This design comes from an exercise in tuning for small area on the open sky130 flow, not from production work.
The RTL was checked by simulation tests, not by an equivalence proof against the original design.
The clock port is modelled as an ideal driver; clocking choices that lean on that would not hold on a real chip.
No activity file was given, so power comes from the tool's default toggle rates.

**flow/flow/run.sh**
```bash
#!/bin/bash
set -euo pipefail
# ports are buffered as usual, with the smallest buffer
export BUFFER_PORTS_ARGS="-buffer_cell sky130_fd_sc_hd__buf_1"
export CTS_ARGS="-sink_clustering_enable -repair_clock_nets -dont_use_dummy_load -buf_list sky130_fd_sc_hd__clkbuf_8"
bash standard.sh cts > standard_cts.log 2>&1
R=orfs/results/$FLOW_PLATFORM/LandauController/base
openroad -no_init -exit flow/shrink_clk.tcl > shrink_clk.log 2>&1
bash standard.sh finish > standard.log 2>&1
```
**flow/flow/shrink_clk.tcl**
```tcl
# Shrink clock buffers after CTS, checking clock-pin slew with placement parasitics.
set plat $::env(FLOW_PLATFORM)
set res orfs/results/$plat/LandauController/base
read_liberty $::env(FLOW_HOME)/platforms/$plat/lib/sky130_fd_sc_hd__tt_025C_1v80.lib
read_db $res/4_cts.odb
read_sdc $res/4_cts.sdc
source $::env(FLOW_HOME)/platforms/$plat/setRC.tcl
set limit 0.105
set sizes {sky130_fd_sc_hd__clkbuf_2 sky130_fd_sc_hd__clkbuf_4 sky130_fd_sc_hd__clkbuf_8}
proc max_slew {} {
  estimate_parasitics -placement
  set mx 0
  foreach p [get_pins -hierarchical */CLK] {
    set s [get_property $p slew_max]
    if {$s > $mx} { set mx $s }
  }
  return $mx
}
puts "before: max clock pin slew [max_slew]"
foreach inst [get_cells clkbuf_*] {
  set name [get_full_name $inst]
  set orig [get_full_name [get_lib_cells -of_objects $inst]]
  set orig [lindex [split $orig /] end]
  foreach sz $sizes {
    if {$sz == $orig} { break }
    replace_cell $name $sz
    set s [max_slew]
    if {$s <= $limit} {
      puts "$name: $orig -> $sz (max slew $s)"
      break
    }
    replace_cell $name $orig
  }
}
puts "after: max clock pin slew [max_slew]"
write_db $res/4_cts.odb
```
**flow/standard.sh**
```bash
#!/bin/bash
# synth_recipe.tcl (not shown) runs the flow's synth.tcl, then flattens the netlist and writes it again
# the make line also repeats each setting of config.mk as NAME=value (left out here)
make -C /OpenROAD-flow-scripts/flow DESIGN_CONFIG=/design/flow/config.mk WORK_HOME=/design/flow/orfs CLKGATE_MAP_FILE= SYNTH_SCRIPT=/design/flow/synth_recipe.tcl "${@:-finish}"
```
**flow/config.mk**
```make
export PLATFORM = sky130hd
export DESIGN_NAME = LandauController
export DESIGN_NICKNAME = LandauController
export VERILOG_FILES = /design/flow/design.v
export SDC_FILE = /design/flow/constraint.sdc
export NUM_CORES = 4
export LEC_CHECK = 0
export CAP_MARGIN = 20
export CORE_MARGIN = 2
export CORE_UTILIZATION = 40
export SLEW_MARGIN = 20
```
**flow/constraint.sdc**
```tcl
create_clock -name core_clock -period 20.0 [get_ports {clk}]
set_input_delay 4.0000 -clock core_clock [delete_from_list [all_inputs] [get_ports {clk}]]
set_output_delay 4.0000 -clock core_clock [all_outputs]
set_load 0.01 [all_outputs]
```
**flow/design.v**
```verilog
module LandauController (
    input  wire clk,
    input  wire rst,
    input  wire rx,
    output wire tx
);
    reg  [10:0] presc;
    wire        tick = presc[10] & presc[9] & ~presc[8] & presc[7] & presc[6] & presc[2] & presc[1] & presc[0];
    wire        clr  = presc[10] & presc[9] & presc[8] & presc[7] & presc[6];
    wire [2:0]  ph   = presc[2:0];
    wire        win  = (presc[10:3] == 8'd0);
    wire        w64  = (presc[10:6] == 5'd0);      
    wire        e64  = w64 & (presc[5:0] == 6'd63);
    reg  [2:0]  phh;
    always @(posedge clk)
        if (ph == 3'd7) phh <= phh + 3'd1;
    wire [5:0]  ph64 = {phh, ph};
    always @(posedge clk or posedge rst)
        if (rst) presc <= 11'd1984;
        else     presc <= tick ? 11'd0 : presc + 11'd1;
    reg [3:0] rxbit;
    reg [1:0] rxsub;
    wire rx_idle = (rxbit == 4'd9);
    wire rsamp   = tick & (rxsub == 2'd1) & ~rx_idle;    
    wire rdata   = rsamp & ~rxbit[3];                    
    wire rend    = rsamp & (rxbit == 4'd8);              
    always @(posedge clk or posedge rst)
        if (rst)
            rxbit <= 4'd9;
        else if (rx_idle) begin
            if (!rx) rxbit <= 4'd15;
        end else if (tick) begin
            if (rend)               rxbit <= 4'd9;
            else if (rxsub == 2'd2) rxbit <= rxbit + 4'd1;
        end
    always @(posedge clk)
        if (rx_idle)
            rxsub <= 2'd0;
        else if (tick)
            rxsub <= (rxsub == 2'd2) ? 2'd0 : rxsub + 2'd1;
    localparam P_AA = 2'd0, P_PID = 2'd1, P_VAL = 2'd2, P_END = 2'd3;
    reg [1:0] ps;
    reg       mt;                   
    reg       p0, p1;               
    reg [1:0] cs;                   
    reg       pv;                   
    reg [2:0] pl;                   
    reg       rtest;                
    wire [2:0] k = rxbit[2:0];
    reg [1:0] cs_n;
    always @(*) begin
        cs_n = cs;
        case (k)
            3'd2: if (rx) cs_n = 2'd0;
            3'd3: if (rx) cs_n = (cs == 2'd1) ? 2'd3 : 2'd0;
            3'd4: if (cs == 2'd1) cs_n = rx ? 2'd1 : 2'd2;
                  else if (rx) cs_n = 2'd0;
            3'd5: if (rx == (cs == 2'd1)) cs_n = 2'd0;
            3'd6: if (rx != (cs == 2'd3)) cs_n = 2'd0;
            default: if (rx) cs_n = 2'd0;
        endcase
    end
    wire        is69   = (cs == 2'd3) & p0 & ~p1;
    wire        islane = cs[0] ^ cs[1];
    wire [2:0]  lane   = {cs[1], ~p1, ~p0};
    reg  [7:0]  mk;
    reg         scan;
    wire        mbit   = mk[0] | (ph == lane);
    wire        others = (ph == 3'd0 ? 1'b1 : scan) & mbit;
    wire        fend   = rend & (ps == P_END) & mt;            
    wire        go     = fend & (is69 | (islane & others));    
    reg  [2:0] txbyte;    
    reg  [3:0] txbit;     
    reg  [1:0] txsub;
    wire       hold = txbyte[2] & ~(txbyte[1] & txbyte[0] & txbit[3]);
    wire       endw = win & (ph == 3'd7);
    always @(posedge clk or posedge rst)
        if (rst) begin
            ps    <= P_AA;
            pv    <= 1'b0;
        end else begin
            if (rend) begin
                case (ps)
                    P_AA:    if (mt) ps <= P_PID;
                    P_PID:   ps <= P_VAL;
                    P_VAL:   ps <= P_END;
                    default: ps <= P_AA;
                endcase
            end
            if (fend & (islane | is69))
                pv    <= 1'b1;
            else if (pv & ~hold & e64)
                pv <= 1'b0;
        end
    always @(posedge clk) begin
        if (rx_idle)
            mt <= 1'b1;
        else if (rdata)
            mt <= mt & (rx == (k[0] ^ (ps == P_END)));
        if (rdata & (ps == P_PID)) begin
            if (k == 3'd0) begin
                p0 <= rx; cs <= 2'd1;
            end else if (k == 3'd1)
                p1 <= rx;
            else
                cs <= cs_n;
        end
        if (fend) pl <= lane;
        if (go)   rtest <= is69;
    end
    reg [7:0] vl;                         
    wire vwr = (ps == P_VAL) & ~rxbit[3] & (rxsub == 2'd2) & win & (ph == k) & ~rx_idle;
    always @(posedge clk)
        vl <= {vwr ? rx : vl[0], vl[7:1]};
    wire wtest = is69 & (ps == P_AA);
    wire cw    = pv & ~hold;
    always @(posedge clk) begin
        scan <= others;
        mk   <= {~clr & (txbyte != 3'd2) & (mk[0] | (cw & (ph == pl))), mk[7:1]};
    end
    reg [63:0] al;
    wire we = cw & (wtest ? (phh[1:0] == 2'd0) : (phh == pl));
    always @(posedge clk)
        al <= {clr ? 1'b0 : (we ? vl[0] : al[0]), al[63:1]};
    reg txr;
    reg qd1, qd2;                      
    assign tx = txr;
    wire [2:0] d = txbit[2:0];         
    reg  nbit;
    always @(*) begin
        case (txbyte)
            3'd2:    nbit = d[0];                                   
            3'd3:    nbit = rtest ? (d == 3'd1 || d == 3'd6)        
                                  : (d == 3'd0 || d == 3'd3 || d == 3'd5 || d == 3'd6);  
            3'd0:    nbit = ~d[0];                                  
            default: nbit = qd1;                                    
        endcase
    end
    always @(posedge clk or posedge rst)
        if (rst) begin
            txbyte <= 3'd1; txr <= 1'b1;
        end else if (tick) begin
            if (txbyte == 3'd1) begin
                if (go) begin
                    txbyte <= 3'd2; txr <= 1'b0;
                end
            end else if (txsub == 2'd2) begin
                if (txbit == 4'd9) begin
                    txbyte <= txbyte + 3'd1;
                    txr    <= (txbyte == 3'd0);
                end else
                    txr    <= (txbit == 4'd8) ? 1'b1 : nbit;
            end
        end
    always @(posedge clk)
        if (tick) begin
            if (txbyte == 3'd1) begin
                txbit <= 4'd0; txsub <= 2'd0;
            end else if (txsub == 2'd2) begin
                txsub <= 2'd0;
                txbit <= (txbit == 4'd9) ? 4'd0 : txbit + 4'd1;
            end else
                txsub <= txsub + 2'd1;
        end
    wire pass1 = ~txbyte[2] & txbyte[1];       
    wire pass2 = txbyte[2];                    
    wire step  = (pass1 | pass2) & ~txbit[3] & (txsub == 2'd1) & w64 & (ph64 == {1'b0, i});
    wire [4:0] i  = {txbyte[2] & txbyte[1], txbyte[0], d};
    wire i0   = (i == 5'd0);
    wire i16  = (i == 5'd16);
    wire ge17 = i[4] & (i[3:0] != 4'd0);
    wire ge18 = i[4] & (i[3:1] != 3'd0);
    reg cA, cB;
    reg [2:0] acc;
    wire x1  = al[0];                                         
    wire x2  = rtest ? i16 : (~i0 & al[31]);                  
    wire ca  = ~i0 & cA;
    wire s   = x1 ^ x2 ^ ca;
    wire coA = (x1 & x2) | (x1 & ca) | (x2 & ca);
    wire y1  = ~i[4] ? al[16] : (ge17 ? al[14] : al[15]);
    wire y2  = ge17 ? al[46] : al[47];
    wire h   = ge18 ? cB : (y1 ^ y2 ^ cB);
    wire coB = (y1 & y2) | (y1 & cB) | (y2 & cB);
    wire [2:0] u  = acc + {2'd0, qd2} + {2'd0, s};
    wire       q  = h ^ u[0];
    wire [2:0] vn = {1'b0, u[2:1]} + {2'd0, u[0] & ~h};
    wire [2:0] an = i0 ? 3'd0 : acc;
    reg  [2:0] acc_n;
    always @(*) begin
        case ({s, an})
            4'b0_000: acc_n = 3'd0;
            4'b0_001: acc_n = 3'd3;
            4'b0_010: acc_n = 3'd1;
            4'b0_011: acc_n = 3'd4;
            4'b0_100: acc_n = 3'd2;
            4'b1_000: acc_n = 3'd2;
            4'b1_001: acc_n = 3'd0;
            4'b1_010: acc_n = 3'd3;
            4'b1_011: acc_n = 3'd1;
            4'b1_100: acc_n = 3'd4;
            default:  acc_n = 3'd0;
        endcase
    end
    always @(posedge clk)
        if (step) begin
            cA  <= coA;
            if (pass1) begin
                acc <= acc_n;
                qd1 <= 1'b0;
                qd2 <= 1'b0;
                if (i[3:0] == 4'd15) cB <= coA;
            end else begin
                acc <= vn;
                cB  <= ge17 ? h : coB;
                qd2 <= qd1;
                qd1 <= rtest ? s : q;
            end
        end
endmodule
```
==> results of run 1 <==
-- where the power goes --
part           switching, mW  internal, mW
combinational        0.00292       0.00157
clock                 0.0767        0.0449
sequential          0.000495         0.266
total                 0.0801         0.313
-- layout by cell type, fill, tap and decap left out, types with 11 or more instances in the layout --
cell	n
a21oi_1	22
clkbuf_4	11
dfrtp_1	13
dfxtp_1	84
edfxtp_1	24
ha_1	35
inv_1	39
nand2_1	24
nand3_1	12
nor2_1	32
o21ai_0	15
xnor2_1	13
xor2_1	16
-- flip-flops by register name, summed over array words and instances, names as in the netlist, 2 cells and up --
name    count
cs          2
presc      11
mk          8
rxsub       2
phh         3
rxbit       4
txsub       2
txbit       4
txbyte      3
vl          8
acc         3
al         64
ps          2
pl          3
-- logic make-up (layout without fill, tap and decap cells) --
logic type | Yosys count | in the layout | synth area share, %
simple gates | 123 | 123 | 12.7
fa+ha+maj | 38 | 38 | 9.64
mux | 8 | 8 | 1.67
compound gates | 74 | 74 | 9.15
flops | 130 | 130 | 57.4
xor+xnor | 29 | 29 | 4.92
buf+inv | 58 | 62 | 4.53
-- worst max-delay path by stage --
stage,to,slack (ns),depth (start not counted)
2_1_floorplan,cs[0]$_SDFFCE_PP1P_,14.56,5
4_1_cts,cs[1]$_SDFFCE_PP0P_,14.75,5
3_5_place_dp,cs[1]$_SDFFCE_PP0P_,14.33,5
5_1_grt,tx,14.53,1
3_3_place_gp,cs[0]$_SDFFCE_PP1P_,14.45,5
6_report,tx,14.66,1
-- per-layer routing --
layer	GRT usage, %	vias to the layer above	wire, um
met3	4.22	13	240
li1	-	1581	-
met2	22.5	39	4380
met5	0	-	0
met4	6.02	0	146
met1	18.4	1546	4390
-- cell type report --
class                           instances  area, um^2  share of cell area, %
Clock buffer                           17         148                   2.70
Inverter                               41         154                   2.81
Tap cell                              172         215                   3.94
Sequential cell                       130        2960                   54.2
Timing Repair Buffer                    4        18.8                  0.343
Multi-Input combinational cell        272        1970                   36.0
-- per-stage QoR --
stage          setup slack, ns  std cells  power [mW]  utilization (%)
6_report                 14.66        636       0.393             43.3
5_1_grt                  14.53        636       0.414             43.3
4_1_cts                  14.75        636       0.433             44.0
3_5_place_dp             14.33        619       0.277             42.2
3_3_place_gp             14.45        619       0.277             42.2
2_1_floorplan            14.56        460       0.276                -
==> flow_metrics.py, run 1 <==
metrics = {
    "grt": {
        "track_usage_pct": 14.3,
        "grt_first_pass_wirelength_um": 15600,
        "globalRoute.totalOverflow": 0,
        "initial_antenna_violation_count": 0,
        "grt_max_degree": 23,
        "grt_pass1_vias": 3191,
    },
    "worst_setup_path": {
        "end_kind": "output port",
        "reg2reg_depth": 14,
        "crit-reg2reg-capture": "acc[1]$_DFFE_PP_",
        "critPathMaxStageDelay_ns": 0.54,
        "crit_slowest_cell": "dfstp_2",
        "critical_path_launch_point_type": "flop",
        "timing.rr.start": "txbit[0]$_SDFFCE_PP0P_",
        "cp_data_arrival_time_ns": 1.34,
        "crit_chain": "buf_1",
        "timing.setup.critical_path_class": "flop to output port",
        "timing.critical_path.required_ns": 16.00,
        "critPathBufInv": 1,
        "path_delay_family": "flip-flops",
        "reg2reg_setup_slack_ns": 15.80,
        "critical_path_maximum_fanout": 2,
        "startpoint_of_the_most_critical_setup_path": "txr$_DFFE_PP1P_",
    },
    "placed_design": {
        "detailed_place_hpwl_um": 6550,
        "port_buffers": 3,
        "placed_area_um2": 5320,
        "place.gp.congestion": 0.751,
    },
    "floorplan": {
        "die_area_um2": 13800,
        "ios": 4,
        "die_height_um": 118,
        "die_w_um": 118,
        "design.core.area_um2": 12600,
        "placementRows": 41,
        "start_util_pct": 40.9,
    },
    "yosys": {
        "synth_top_cell_area_share_pct": 32.6,
        "synth_area_leaders": "dfxtp_1 33%, edfxtp_1 14%, ha_1 8.5%",
        "synth_cell_types": 65,
        "yosysTopAreaCell": "dfxtp_1",
        "post_synth.cell_area_avg_um2": 11.2,
        "synthArstFlopShare_pct": 16.9,
        "synth-warning-count": 1,
        "synth_cells": 460,
        "dominantRegCellSynth": "dfxtp_1",
        "synth-seq-area-share_pct": 57.4,
        "syn_area_um2": 5170,
        "synth.net_count": 501,
        "synth_commonest_cells": "84 x dfxtp_1, 39 x inv_1, 35 x ha_1",
        "synth_edf_count": 24,
        "yosys.cell_count.top_type": "dfxtp_1",
        "total_of_flip_flops_plus_latches_after_synthesis": 130,
    },
    "clock_network": {
        "worst_setup_hold_path_clk_slew_ns": 0.10,
        "cts_post_setup_buffers_inserted": 0,
        "htree_levels": 4,
        "cts.hold.buffers_added": 0,
        "cts_num_sinks": 130,
        "cts_resized": 0,
        "cts_inserted_buffers": 17,
        "ctsRootBufferMaster": "clkbuf_8",
        "tritoncts": "yes",
        "cts_buffer_depth": 2,
        "clock_latency_ns": 0.65,
    },
    "sta": {
        "slew_headroom_pct": 39.8,
        "layout_worst_path_cycle_share_pct": 26.7,
        "setup_viol_count_final": 0,
        "setup_tns_ns": 0,
        "rsz_0062_raised_after_global_routing": "false",
        "achievable-frequency_mhz": 187,
        "timing_hold_violations_final": 0,
        "worstMarginPinSlew_ns": 0.896,
        "hold_ws_ns": 0.297,
        "number_of_pins_exceeding_their_max_slew_limit_in_the_final_report": 0,
        "period_needed_ns": 5.34,
        "worst_clock_skew_ns": 0.0575,
    },
    "cells_and_area": {
        "post_route_cells_drive_above_1_share_pct": 7.97,
        "finish.instance_area_um2": 5470,
        "fillerInstances": 1221,
        "final_net_count": 507,
        "antennaDiodeCount": 0,
        "syn2layout_area_growth_pct": 5.84,
    },
    "drt": {
        "drt_pass1_iterations": 6,
        "postRouteWirelength_um": 9160,
        "first_iter_violations": 171,
        "via_per_inst": 5.00,
        "via_count": 3179,
        "antenna_violating_nets_post_route": 0,
        "post-route-drc-count": 0,
        "avgRoutedWirePerCell_um": 14.4,
    },
    "worst_hold_path": {
        "hold_depth": 0,
        "worst_hold_startpoint": "vl[2]$_DFF_P_",
        "hold_class": "flop to flop",
        "min_delay_worst_endpoint": "vl[1]$_DFF_P_",
    },
    "power": {
        "power_density_nw_per_um2": 71.9,
        "vdd_ir_drop_max_v": 0.0000382,
        "static-leakage-power_nw": 2.22,
    },
    "job": {
        "maxCapViolCount": 0,
    },
    "outcome": {
        "status": "no timing/DRC/antenna violations",
    },
}
==> run 2: changes to the inputs <==
--- a/flow/design.v
+++ b/flow/design.v
@@ -14,4 +14,5 @@
     reg  [2:0]  phh;
-    always @(posedge clk)
-        if (ph == 3'd7) phh <= phh + 3'd1;
+    always @(posedge clk or posedge rst)
+        if (rst)             phh <= 3'd0;
+        else if (ph == 3'd7) phh <= phh + 3'd1;
     wire [5:0]  ph64 = {phh, ph};
==> flow_metrics.py, run 2 <==
metrics = {
    "outcome": {
        "status": "no timing/DRC/antenna violations",
    },
    "sta": {
        "achievable-frequency_mhz": 187,
        "layout_worst_path_cycle_share_pct": 26.7,
        "period_needed_ns": 5.35,
        "setup_viol_count_final": 0,
        "number_of_pins_exceeding_their_max_slew_limit_in_the_final_report": 0,
        "worstMarginPinSlew_ns": 0.937,
        "hold_ws_ns": 0.321,
        "rsz_0062_raised_after_global_routing": "false",
        "timing_hold_violations_final": 0,
        "slew_headroom_pct": 37.1,
        "setup_tns_ns": 0,
        "worst_clock_skew_ns": 0.0288,
    },
    "grt": {
        "grt_use_met3_pct": 4.41,
        "grt_first_pass_wirelength_um": 15400,
        "initial_antenna_violation_count": 0,
        "globalRoute.totalOverflow": 0,
        "met2_usage_pct": 23.1,
        "track_usage_pct": 14.1,
        "grt_busiest_layer": "met2",
        "met1_usage_pct": 16.8,
        "grt_pass1_vias": 3256,
        "grt_max_degree": 26,
    },
    "yosys": {
        "synthArstFlopShare_pct": 19.2,
        "synth_commonest_cells": "84 x dfxtp_1, 37 x inv_1, 35 x ha_1, 35 x nand2_1, 31 x nor2_1",
        "synth_edf_count": 21,
        "dominantRegCellSynth": "dfxtp_1",
        "synth_cells": 447,
        "post_synth.cell_area_avg_um2": 11.6,
        "synth.net_count": 488,
        "yosys.cell_count.top_type": "dfxtp_1",
        "synth_cell_types": 73,
        "syn_area_um2": 5190,
        "yosysTopAreaCell": "dfxtp_1",
        "synth-warning-count": 1,
        "synth_area_leaders": "dfxtp_1 32%, edfxtp_1 12%, ha_1 8.4%",
        "synth_top_cell_area_share_pct": 32.4,
        "synth-seq-area-share_pct": 56.8,
        "total_of_flip_flops_plus_latches_after_synthesis": 130,
    },
    "placed_design": {
        "placed_area_um2": 5330,
        "place.gp.congestion": 0.791,
        "detailed_place_hpwl_um": 6420,
        "port_buffers": 3,
    },
    "worst_setup_path": {
        "crit_slowest_cell": "dfstp_2",
        "critPathMaxStageDelay_ns": 0.53,
        "critPathBufInv": 1,
        "end_kind": "output port",
        "timing.setup.critical_path_class": "flop to output port",
        "timing.critical_path.required_ns": 16.00,
        "cp_data_arrival_time_ns": 1.35,
        "critical_path_launch_point_type": "flop",
        "path_delay_family": "flip-flops",
        "critical_path_maximum_fanout": 2,
        "crit_chain": "buf_1",
    },
    "drt": {
        "post-route-drc-count": 0,
        "drt_pass1_iterations": 4,
        "avgRoutedWirePerCell_um": 14.4,
        "via_count": 3105,
        "first_iter_violations": 147,
        "antenna_violating_nets_post_route": 0,
        "via_per_inst": 4.93,
        "postRouteWirelength_um": 9070,
    },
    "power": {
        "power_density_nw_per_um2": 71.6,
        "vdd_ir_drop_max_v": 0.0000313,
        "static-leakage-power_nw": 2.29,
    },
    "cells_and_area": {
        "post_route_cells_drive_above_1_share_pct": 11.1,
        "antennaDiodeCount": 0,
        "syn2layout_area_growth_pct": 5.92,
        "mostFrequentLayoutCell": "dfxtp_1",
        "fillerInstances": 1220,
        "largest-register": "al",
        "layout.cells.most_common_list": "84 x dfxtp_1, 37 x inv_1, 35 x nand2_1, 35 x ha_1, 31 x nor2_1",
        "multi_input_area_um2": 2010,
        "final_net_count": 501,
        "finish.instance_area_um2": 5500,
        "register_area_um2": 2950,
        "largest_reg_flops": 64,
        "largestRegisters": "al (64), presc (11)",
    },
    "clock_network": {
        "htree_levels": 4,
        "cts_post_setup_buffers_inserted": 0,
        "cts_resized": 0,
        "cts_inserted_buffers": 17,
        "worst_setup_hold_path_clk_slew_ns": 0.09,
        "clock_latency_ns": 0.69,
        "cts.hold.buffers_added": 0,
        "tritoncts": "yes",
        "cts_buffer_depth": 2,
        "ctsRootBufferMaster": "clkbuf_8",
        "cts_num_sinks": 130,
    },
    "floorplan": {
        "start_util_pct": 41.0,
        "die_area_um2": 13900,
        "placementRows": 41,
        "design.core.area_um2": 12700,
        "die_w_um": 118,
        "die_height_um": 118,
        "ios": 4,
    },
    "worst_hold_path": {
        "hold_class": "flop to flop",
    },
    "job": {
        "maxCapViolCount": 0,
    },
}
## run 2: report_power, final
| part | total, mW | internal (mW) | switching, mW |
|---|---|---|---|
| Sequential | 0.265 | 0.265 | 0 |
| Combinational | 0.00257 | 0.000773 | 0.00179 |
| Clock | 0.126 | 0.0480 | 0.0779 |
## run 2: per-layer routing
| metal | share of wire, % | up-vias |
|---|---|---|
| met4 | 1.5 | 0 |
| li1 | - | 1558 |
| met1 | 48 | 1492 |
| met3 | 2.9 | 13 |
| met5 | 0 | - |
| met2 | 47 | 42 |
## run 2: path summary, 6_finish.rpt
check / start / endpoint / slack, ns / cells past startpoint
setup / recovery: txr$_DFFE_PP1P_ / tx / 14.65 / 1
hold / removal: al[17]$_DFF_P_ / al[16]$_DFF_P_ / 0.32 / 0
setup reg to reg: txbit[0]$_SDFFCE_PP0P_ / acc[1]$_DFFE_PP_ / 16.09 / 14
hold reg to reg: al[17]$_DFF_P_ / al[16]$_DFF_P_ / 0.32 / 0
max in group asynchronous: rst / presc[7]$_DFF_PP1_ / 16.13 / 3
min in group asynchronous: rst / phh[0]$_DFFE_PP0N_ / 3.29 / 2
## run 2: worst register-to-register path: cells and delay by family, from the launching register on
kind	cells	cell delay [ns]
adder cells (fa/ha/maj)	6	2.00
AND/OR/NAND/NOR	4	0.76
flip-flops	1	0.53
buffers and inverters	3	0.30
AO/OA/AOI/OAI	1	0.08
## run 2: layout make-up
cell class,instances,share of cell area (%)
flip-flops and latches,130,53.6
multi-input cells,269,36.6
clock buffers,17,2.84
well taps,172,3.91
repair buffers,4,0.477
inverters,38,2.59
## run 2: per-stage QoR
stage	utilization, %	std cells	power (mW)	setup WS [ns]
detailed placement	42.1	612	0.273	14.49
global placement	42.1	612	0.273	14.61
finish	43.4	630	0.394	14.65
global route	43.4	630	0.409	14.56
floorplan	-	447	0.273	14.75
CTS	43.9	629	0.429	14.86
## run 2: cell families (layout without fill, tap and decap cells)
| logic type | after synthesis | in the layout | share of synthesized area, % |
|---|---|---|---|
| xor+xnor | 31 | 31 | 5.23 |
| buf+inv | 48 | 59 | 4.48 |
| fa+ha+maj | 38 | 38 | 9.59 |
| flops | 130 | 130 | 56.8 |
| mux | 8 | 8 | 1.83 |
| simple gates | 126 | 126 | 13.1 |
| compound gates | 66 | 66 | 9.03 |
==> run 3: changes to the inputs <==
--- a/flow/design.v
+++ b/flow/design.v
@@ -14,5 +14,4 @@
     reg  [2:0]  phh;
-    always @(posedge clk or posedge rst)
-        if (rst)             phh <= 3'd0;
-        else if (ph == 3'd7) phh <= phh + 3'd1;
+    always @(posedge clk)
+        if (ph == 3'd7) phh <= phh + 3'd1;
     wire [5:0]  ph64 = {phh, ph};
@@ -174,3 +173,3 @@
     reg cA, cB;
-    reg [2:0] acc;
+    reg [1:0] acc;
     wire x1  = al[0];                                         
@@ -184,22 +183,8 @@
     wire coB = (y1 & y2) | (y1 & cB) | (y2 & cB);
-    wire [2:0] u  = acc + {2'd0, qd2} + {2'd0, s};
-    wire       q  = h ^ u[0];
-    wire [2:0] vn = {1'b0, u[2:1]} + {2'd0, u[0] & ~h};
-    wire [2:0] an = i0 ? 3'd0 : acc;
-    reg  [2:0] acc_n;
-    always @(*) begin
-        case ({s, an})
-            4'b0_000: acc_n = 3'd0;
-            4'b0_001: acc_n = 3'd3;
-            4'b0_010: acc_n = 3'd1;
-            4'b0_011: acc_n = 3'd4;
-            4'b0_100: acc_n = 3'd2;
-            4'b1_000: acc_n = 3'd2;
-            4'b1_001: acc_n = 3'd0;
-            4'b1_010: acc_n = 3'd3;
-            4'b1_011: acc_n = 3'd1;
-            4'b1_100: acc_n = 3'd4;
-            default:  acc_n = 3'd0;
-        endcase
-    end
+    wire       dd = pass2 ? h : s;
+    wire       st = pass1 & i0;                               
+    wire [2:0] u  = {1'b0, st ? 2'd0 : acc} + {2'd0, ~st & qd2} + {2'd0, pass2 & s};
+    wire       q  = dd ^ u[0];
+    wire [1:0] vn = u[2:1] + {1'b0, u[0] & ~dd};
+    wire       big = (i[3:0] == 4'd15) & q & vn[1] & (vn[0] | qd1);    
     always @(posedge clk)
@@ -207,12 +192,12 @@
             cA  <= coA;
-            if (pass1) begin
-                acc <= acc_n;
+            if (pass1 & (i[3:0] == 4'd15)) cB <= coA;
+            else if (pass2)                cB <= ge17 ? h : coB;
+            if (pass1 & big) begin
+                acc <= {1'b0, vn[0] & qd1};
+                qd2 <= 1'b0;
                 qd1 <= 1'b0;
-                qd2 <= 1'b0;
-                if (i[3:0] == 4'd15) cB <= coA;
             end else begin
                 acc <= vn;
-                cB  <= ge17 ? h : coB;
-                qd2 <= qd1;
-                qd1 <= rtest ? s : q;
+                qd2 <= ~st & qd1;
+                qd1 <= (pass2 & rtest) ? s : q;
             end
==> flow_metrics.py, run 3 <==
metrics = {
    "worst_setup_path": {
        "crit_slowest_cell": "dfstp_2",
        "critical_path_launch_point_type": "flop",
        "critPathMaxStageDelay_ns": 0.56,
        "timing.critical_path.required_ns": 16.00,
        "end_kind": "output port",
        "timing.setup.critical_path_class": "flop to output port",
        "critPathBufInv": 1,
        "timing.rr.start": "txbit[0]$_SDFFCE_PP0P_",
        "startpoint_of_the_most_critical_setup_path": "txr$_DFFE_PP1P_",
        "critical_path_maximum_fanout": 3,
        "crit_chain": "buf_1",
        "cp_data_arrival_time_ns": 1.40,
        "path_delay_family": "flip-flops",
    },
    "yosys": {
        "synth_top_cell_area_share_pct": 33.6,
        "post_synth.cell_area_avg_um2": 11.4,
        "synth-seq-area-share_pct": 58.6,
        "synth_cells": 440,
        "syn_area_um2": 5010,
        "yosys.cell_count.top_type": "dfxtp_1",
        "synth.net_count": 476,
        "synth_commonest_cells": "84 x dfxtp_1, 34 x nor2_1, 31 x inv_1, 31 x nand2_1, 29 x ha_1",
        "synth_edf_count": 23,
        "dominantRegCellSynth": "dfxtp_1",
        "yosysTopAreaCell": "dfxtp_1",
        "total_of_flip_flops_plus_latches_after_synthesis": 129,
        "synth-warning-count": 1,
        "synthArstFlopShare_pct": 17.1,
        "synth_cell_types": 58,
        "synth_area_leaders": "dfxtp_1 34%, edfxtp_1 14%, ha_1 7.2%",
    },
    "clock_network": {
        "ctsRootBufferMaster": "clkbuf_8",
        "cts_inserted_buffers": 17,
        "tritoncts": "yes",
        "cts_resized": 0,
        "cts.hold.buffers_added": 0,
        "worst_setup_hold_path_clk_slew_ns": 0.10,
        "cts_num_sinks": 129,
        "htree_levels": 4,
        "clock_latency_ns": 0.69,
        "cts_post_setup_buffers_inserted": 0,
        "cts_buffer_depth": 2,
    },
    "grt": {
        "grt_first_pass_wirelength_um": 15100,
        "grt_pass1_vias": 3073,
        "met2_usage_pct": 23.5,
        "grt_busiest_layer": "met2",
        "globalRoute.totalOverflow": 0,
        "met1_usage_pct": 18.8,
        "initial_antenna_violation_count": 0,
        "track_usage_pct": 14.9,
        "grt_max_degree": 23,
        "grt_use_met3_pct": 5.02,
    },
    "sta": {
        "worstMarginPinSlew_ns": 0.985,
        "period_needed_ns": 5.40,
        "hold_ws_ns": 0.285,
        "finalWorstSetupSlack_ns": 14.60,
        "layout_worst_path_cycle_share_pct": 27.0,
        "rsz_0062_raised_after_global_routing": "false",
        "slew_headroom_pct": 32.6,
        "timing_hold_violations_final": 0,
        "setup_viol_count_final": 0,
        "setup_tns_ns": 0,
        "worst_clock_skew_ns": 0.0675,
        "number_of_pins_exceeding_their_max_slew_limit_in_the_final_report": 0,
        "achievable-frequency_mhz": 185,
    },
    "drt": {
        "avgRoutedWirePerCell_um": 14.2,
        "post-route-drc-count": 0,
        "antenna_violating_nets_post_route": 0,
        "via_count": 3046,
        "drt_pass1_iterations": 4,
        "via_per_inst": 4.91,
        "first_iter_violations": 204,
        "postRouteWirelength_um": 8800,
    },
    "placed_design": {
        "detailed_place_hpwl_um": 6190,
        "dp_worst_setup_slack_ns": 14.42,
        "port_buffers": 3,
        "placed_area_um2": 5190,
        "place.gp.congestion": 0.795,
        "place.detailed.instances": 603,
    },
    "cells_and_area": {
        "syn2layout_area_growth_pct": 6.49,
        "largest-register": "al",
        "post_route_cells_drive_above_1_share_pct": 8.63,
        "final_cells": 620,
        "mostFrequentLayoutCell": "dfxtp_1",
        "antennaDiodeCount": 0,
        "largest_reg_flops": 64,
        "finish.instance_area_um2": 5340,
        "layout.cells.most_common_list": "84 x dfxtp_1, 34 x nor2_1, 31 x inv_1, 31 x nand2_1, 29 x ha_1",
        "fillerInstances": 1194,
        "layout.core_utilization_pct": 44.0,
        "largestRegisters": "al (64), presc (11)",
        "final_net_count": 490,
    },
    "power": {
        "vdd_ir_drop_max_v": 0.0000294,
        "power_density_nw_per_um2": 72.7,
        "static-leakage-power_nw": 2.10,
        "design_power_total_mw": 0.388,
    },
    "worst_hold_path": {
        "worst_hold_startpoint": "al[58]$_DFF_P_",
        "hold_class": "flop to flop",
    },
    "floorplan": {
        "die_w_um": 116,
        "die_height_um": 116,
        "placementRows": 40,
        "ios": 4,
        "design.core.area_um2": 12100,
        "die_area_um2": 13400,
        "start_util_pct": 41.4,
    },
    "outcome": {
        "status": "no timing/DRC/antenna violations",
    },
    "job": {
        "maxCapViolCount": 0,
    },
}
==> run 3: cell count changes after synthesis, moves of 4 or more <==
cell and change:
ha_1 -6, buf_4 +4, nand2b_1 +4, a21oi_1 -4, buf_6 -4, nand2_1 -4, inv_1 -6, nor3_1 +7
o21ai_0 +8, xor2_1 -6
==> run 3: cell type report <==
class	count	area [um^2]	area share (%)
inverters	32	120	2.25
clock buffers	17	148	2.77
multi-input cells	270	1900	35.7
flip-flops and latches	129	2930	55.0
well taps	168	210	3.94
repair buffers	4	18.8	0.352
==> run 3: cell families after synthesis <==
logic type               Yosys count  synth area share [%]
AO/OA/AOI/OAI                     69                  8.94
XOR/XNOR                          25                  4.37
adder cells (fa/ha/maj)           33                  8.84
buffers and inverters             41                  3.42
flip-flops                       129                  58.6
multiplexers                      10                  2.12
AND/OR/NAND/NOR                  133                  13.7
==> run 3: path summary, 6_finish.rpt <==
check | cells past startpoint | to | slack, ns
max | 1 | tx | 14.60
min | 0 | al[57]$_DFF_P_ | 0.28
max reg2reg | 13 | acc[0]$_DFFE_PP_ | 14.98
min reg2reg | 0 | al[57]$_DFF_P_ | 0.28
max in group asynchronous | 2 | presc[3]$_DFF_PP0_ | 15.96
min in group asynchronous | 2 | txbyte[2]$_DFFE_PP0P_ | 3.47
==> run 3: where the power goes <==
part / total, mW / switching, mW / internal [mW]
sequential: 0.264 / 0 / 0.264
clock: 0.122 / 0.0769 / 0.0450
combinational: 0.00193 / 0.00153 / 0.000397
==> run 3: routing by layer <==
metal,part of all wire [%],vias to the layer above
li1,-,1529
met1,48,1468
met2,47,40
met3,3.2,9
met4,1.2,0
met5,0,-
==> run 4: changes to the inputs <==
--- a/flow/design.v
+++ b/flow/design.v
@@ -67,3 +67,4 @@
     reg         scan;
-    wire        mbit   = mk[0] | (ph == lane);
+    wire        atl    = (ph == lane);
+    wire        mbit   = mk[0] | atl;
     wire        others = (ph == 3'd0 ? 1'b1 : scan) & mbit;
@@ -74,2 +75,3 @@
     reg  [1:0] txsub;
+    wire       pass1 = ~txbyte[2] & txbyte[1];    
     wire       hold = txbyte[2] & ~(txbyte[1] & txbyte[0] & txbit[3]);
@@ -111,3 +113,3 @@
     reg [7:0] vl;                         
-    wire vwr = (ps == P_VAL) & ~rxbit[3] & (rxsub == 2'd2) & win & (ph == k) & ~rx_idle;
+    wire vwr = (ps == P_VAL) & ~rxbit[3] & (rxsub == 2'd2) & win & (ph == k);
     always @(posedge clk)
@@ -118,3 +120,3 @@
         scan <= others;
-        mk   <= {~clr & (txbyte != 3'd2) & (mk[0] | (cw & (ph == pl))), mk[7:1]};
+        mk   <= {~clr & ~pass1 & (mk[0] | (pv & (ps == P_AA) & atl)), mk[7:1]};
     end
@@ -164,3 +166,2 @@
         end
-    wire pass1 = ~txbyte[2] & txbyte[1];       
     wire pass2 = txbyte[2];                    
==> flow_metrics.py, run 4 <==
metrics = {
    "outcome": {
        "status": "no timing/DRC/antenna violations",
    },
    "floorplan": {
        "design.core.area_um2": 12000,
        "die_height_um": 115,
        "die_area_um2": 13200,
        "die_w_um": 115,
        "start_util_pct": 40.9,
        "placementRows": 40,
        "ios": 4,
    },
    "cells_and_area": {
        "post_route_cells_drive_above_1_share_pct": 8.55,
        "largest-register": "al",
        "layout.cells.most_common_list": "84 x dfxtp_1, 34 x nor2_1, 32 x inv_1, 29 x ha_1, 23 x edfxtp_1",
        "syn2layout_area_growth_pct": 5.83,
        "register_area_um2": 2930,
        "largest_reg_flops": 64,
        "largestRegisters": "al (64), presc (11)",
        "fillerInstances": 1119,
        "mostFrequentLayoutCell": "dfxtp_1",
        "layout.core_utilization_pct": 43.3,
        "final_net_count": 471,
        "multi_input_area_um2": 1800,
    },
    "sta": {
        "worstMarginPinSlew_ns": 0.872,
        "slew_headroom_pct": 41.4,
        "period_needed_ns": 5.18,
        "worst_clock_skew_ns": 0.0325,
        "number_of_pins_exceeding_their_max_slew_limit_in_the_final_report": 0,
        "timing_hold_violations_final": 0,
        "hold_ws_ns": 0.308,
        "rsz_0062_raised_after_global_routing": "false",
        "achievable-frequency_mhz": 193,
        "setup_tns_ns": 0,
        "layout_worst_path_cycle_share_pct": 25.9,
        "setup_viol_count_final": 0,
    },
    "placed_design": {
        "detailed_place_hpwl_um": 6120,
        "port_buffers": 3,
        "place.gp.congestion": 0.824,
    },
    "drt": {
        "first_iter_violations": 115,
        "post-route-drc-count": 0,
        "antenna_violating_nets_post_route": 0,
        "avgRoutedWirePerCell_um": 14.9,
        "drt_pass1_iterations": 5,
        "via_count": 2992,
        "via_per_inst": 5.15,
        "postRouteWirelength_um": 8640,
    },
    "grt": {
        "grt_pass1_vias": 3094,
        "grt_max_degree": 23,
        "grt_first_pass_wirelength_um": 14800,
        "track_usage_pct": 14.6,
        "initial_antenna_violation_count": 1,
        "globalRoute.totalOverflow": 0,
    },
    "clock_network": {
        "cts_inserted_buffers": 17,
        "cts.hold.buffers_added": 0,
        "cts_post_setup_buffers_inserted": 0,
        "worst_setup_hold_path_clk_slew_ns": 0.10,
        "clock_latency_ns": 0.50,
        "tritoncts": "yes",
        "cts_num_sinks": 129,
        "ctsRootBufferMaster": "clkbuf_8",
        "cts_buffer_depth": 2,
        "htree_levels": 4,
        "cts_resized": 0,
    },
    "yosys": {
        "synth-warning-count": 1,
        "synth_area_leaders": "dfxtp_1 34%, edfxtp_1 14%, ha_1 7.4%",
        "total_of_flip_flops_plus_latches_after_synthesis": 129,
        "synth-seq-area-share_pct": 59.7,
        "synth_area_in_simple_gates_pct": 12.0,
        "dominantRegCellSynth": "dfxtp_1",
        "syn_area_um2": 4910,
        "yosys.cell_count.top_type": "dfxtp_1",
        "adder_cell_fraction_of_synth_area_pct": 9.01,
        "post_synth.cell_area_avg_um2": 11.6,
        "synth-xor-area-share_pct": 4.46,
        "synth_cell_types": 56,
        "synth.net_count": 461,
        "compound_cell_area_share_of_the_yosys_netlist_pct": 8.79,
        "muxShareOfSynthArea_pct": 2.39,
        "synthArstFlopShare_pct": 17.1,
        "combinational_family_with_the_most_area_after_synthesis": "simple AND/OR/NAND/NOR gates",
        "synth_cells": 425,
        "synth_edf_count": 23,
        "yosysTopAreaCell": "dfxtp_1",
        "synth_top_cell_area_share_pct": 34.2,
        "synth_commonest_cells": "84 x dfxtp_1, 34 x nor2_1, 32 x inv_1",
    },
    "worst_setup_path": {
        "crit_chain": "buf_1",
        "critical_path_maximum_fanout": 2,
        "critPathMaxStageDelay_ns": 0.54,
        "critical_path_launch_point_type": "flop",
        "timing.critical_path.required_ns": 16.00,
        "timing.setup.critical_path_class": "flop to output port",
        "end_kind": "output port",
        "crit_slowest_cell": "dfstp_2",
        "critPathBufInv": 1,
        "cp_data_arrival_time_ns": 1.18,
        "path_delay_family": "flip-flops",
    },
    "job": {
        "maxCapViolCount": 0,
    },
    "worst_hold_path": {
        "hold_class": "flop to flop",
    },
    "power": {
        "static-leakage-power_nw": 2.13,
        "vdd_ir_drop_max_v": 0.0000503,
        "power_density_nw_per_um2": 73.9,
    },
}
[run 4: final cells by class]
type                       instances  share of cell area [%]
tap                              147                    3.54
multi-input combinational        251                    34.7
timing repair buffer               3                   0.217
inverter                          33                    2.38
clock buffer                      17                    2.72
sequential                       129                    56.4
antenna                            1                  0.0481
[run 4: worst paths after layout]
check	start	endpoint	slack, ns	cells past startpoint
worst max-delay path	txr$_DFFE_PP1P_	tx	14.82	1
worst min-delay path	vl[2]$_DFF_P_	vl[1]$_DFF_P_	0.31	0
worst max register to register	txbit[0]$_SDFFCE_PP0P_	acc[0]$_DFFE_PP_	15.30	13
worst min register to register	vl[2]$_DFF_P_	vl[1]$_DFF_P_	0.31	0
max in group asynchronous	rst	presc[5]$_DFF_PP0_	15.83	2
min in group asynchronous	rst	rxbit[2]$_DFFE_PP0P_	3.65	2
[run 4: report_power, final]
| group | internal (mW) | switching [mW] |
|---|---|---|
| Combinational | 0.000345 | 0.00135 |
| Clock | 0.0432 | 0.0755 |
| Sequential | 0.264 | 0.0000165 |
| Total | 0.308 | 0.0768 |
[run 4: layer usage]
metal	GRT usage, %	vias to the layer above	share of wire, %
met5	0	-	0
met4	6.83	0	1.7
met3	4.85	10	2.9
met2	24.1	50	48
met1	17.4	1461	47
li1	-	1471	-
[run 4: cell families after synthesis]
group / Yosys count
simple gates: 117
compound gates: 65
fa+ha+maj: 33
buf+inv: 45
flops: 129
mux: 11
xor+xnor: 25
[run 4: per-stage QoR]
stage | setup WS [ns] | std cells | cell area [um^2] | power [mW]
3_5_place_dp | 14.67 | 563 | 5060 | 0.272
4_1_cts | 14.89 | 580 | 5290 | 0.425
2_1_floorplan | 15.08 | 425 | 4910 | 0.271
5_1_grt | 14.74 | 581 | 5200 | 0.401
6_report | 14.82 | 581 | 5200 | 0.384
3_3_place_gp | 14.73 | 563 | 5060 | 0.272

-- what the ideal ports hide --
How much do the figures lean on ideal ports? The routed layouts below were timed once more, with nothing changed but the port constraints. Step 1: set_driving_cell puts a clkbuf_16 on clk and a buf_2 on each other input, an assumption about the parent block. Step 2, shift: input delay + t, output delay - t, t = (earliest + latest rising clock arrival at the registers) / 2. This alone moves slack from input paths to output paths. a / b / c = ideal / step 1 / step 2; a / b = the first two.
run | t, ns | setup slack, ns | hold slack, ns | latest minus earliest clock arrival (ns) | worst data-port slew with drivers (ns)
run 1 | 0.655 | 14.659 / 14.628 / 14.274 | 0.297 / 0.297 / 0.297 | 0.058 / 0.057 | 0.03
run 2 | 0.709 | 14.652 / 14.623 / 14.496 | 0.321 / 0.321 / 0.321 | 0.029 / 0.030 | 0.03
run 3 | 0.686 | 14.603 / 14.573 / 14.409 | 0.285 / 0.285 / 0.285 | 0.067 / 0.068 | 0.03
run 4 | 0.518 | 14.824 / 14.789 / 14.598 | 0.308 / 0.308 / 0.308 | 0.039 / 0.040 | 0.03
After both steps setup and hold are still met in every run listed. The setup slack of run 1, which loses most, moves by -0.031 ns with the drivers and by -0.385 ns with both steps.
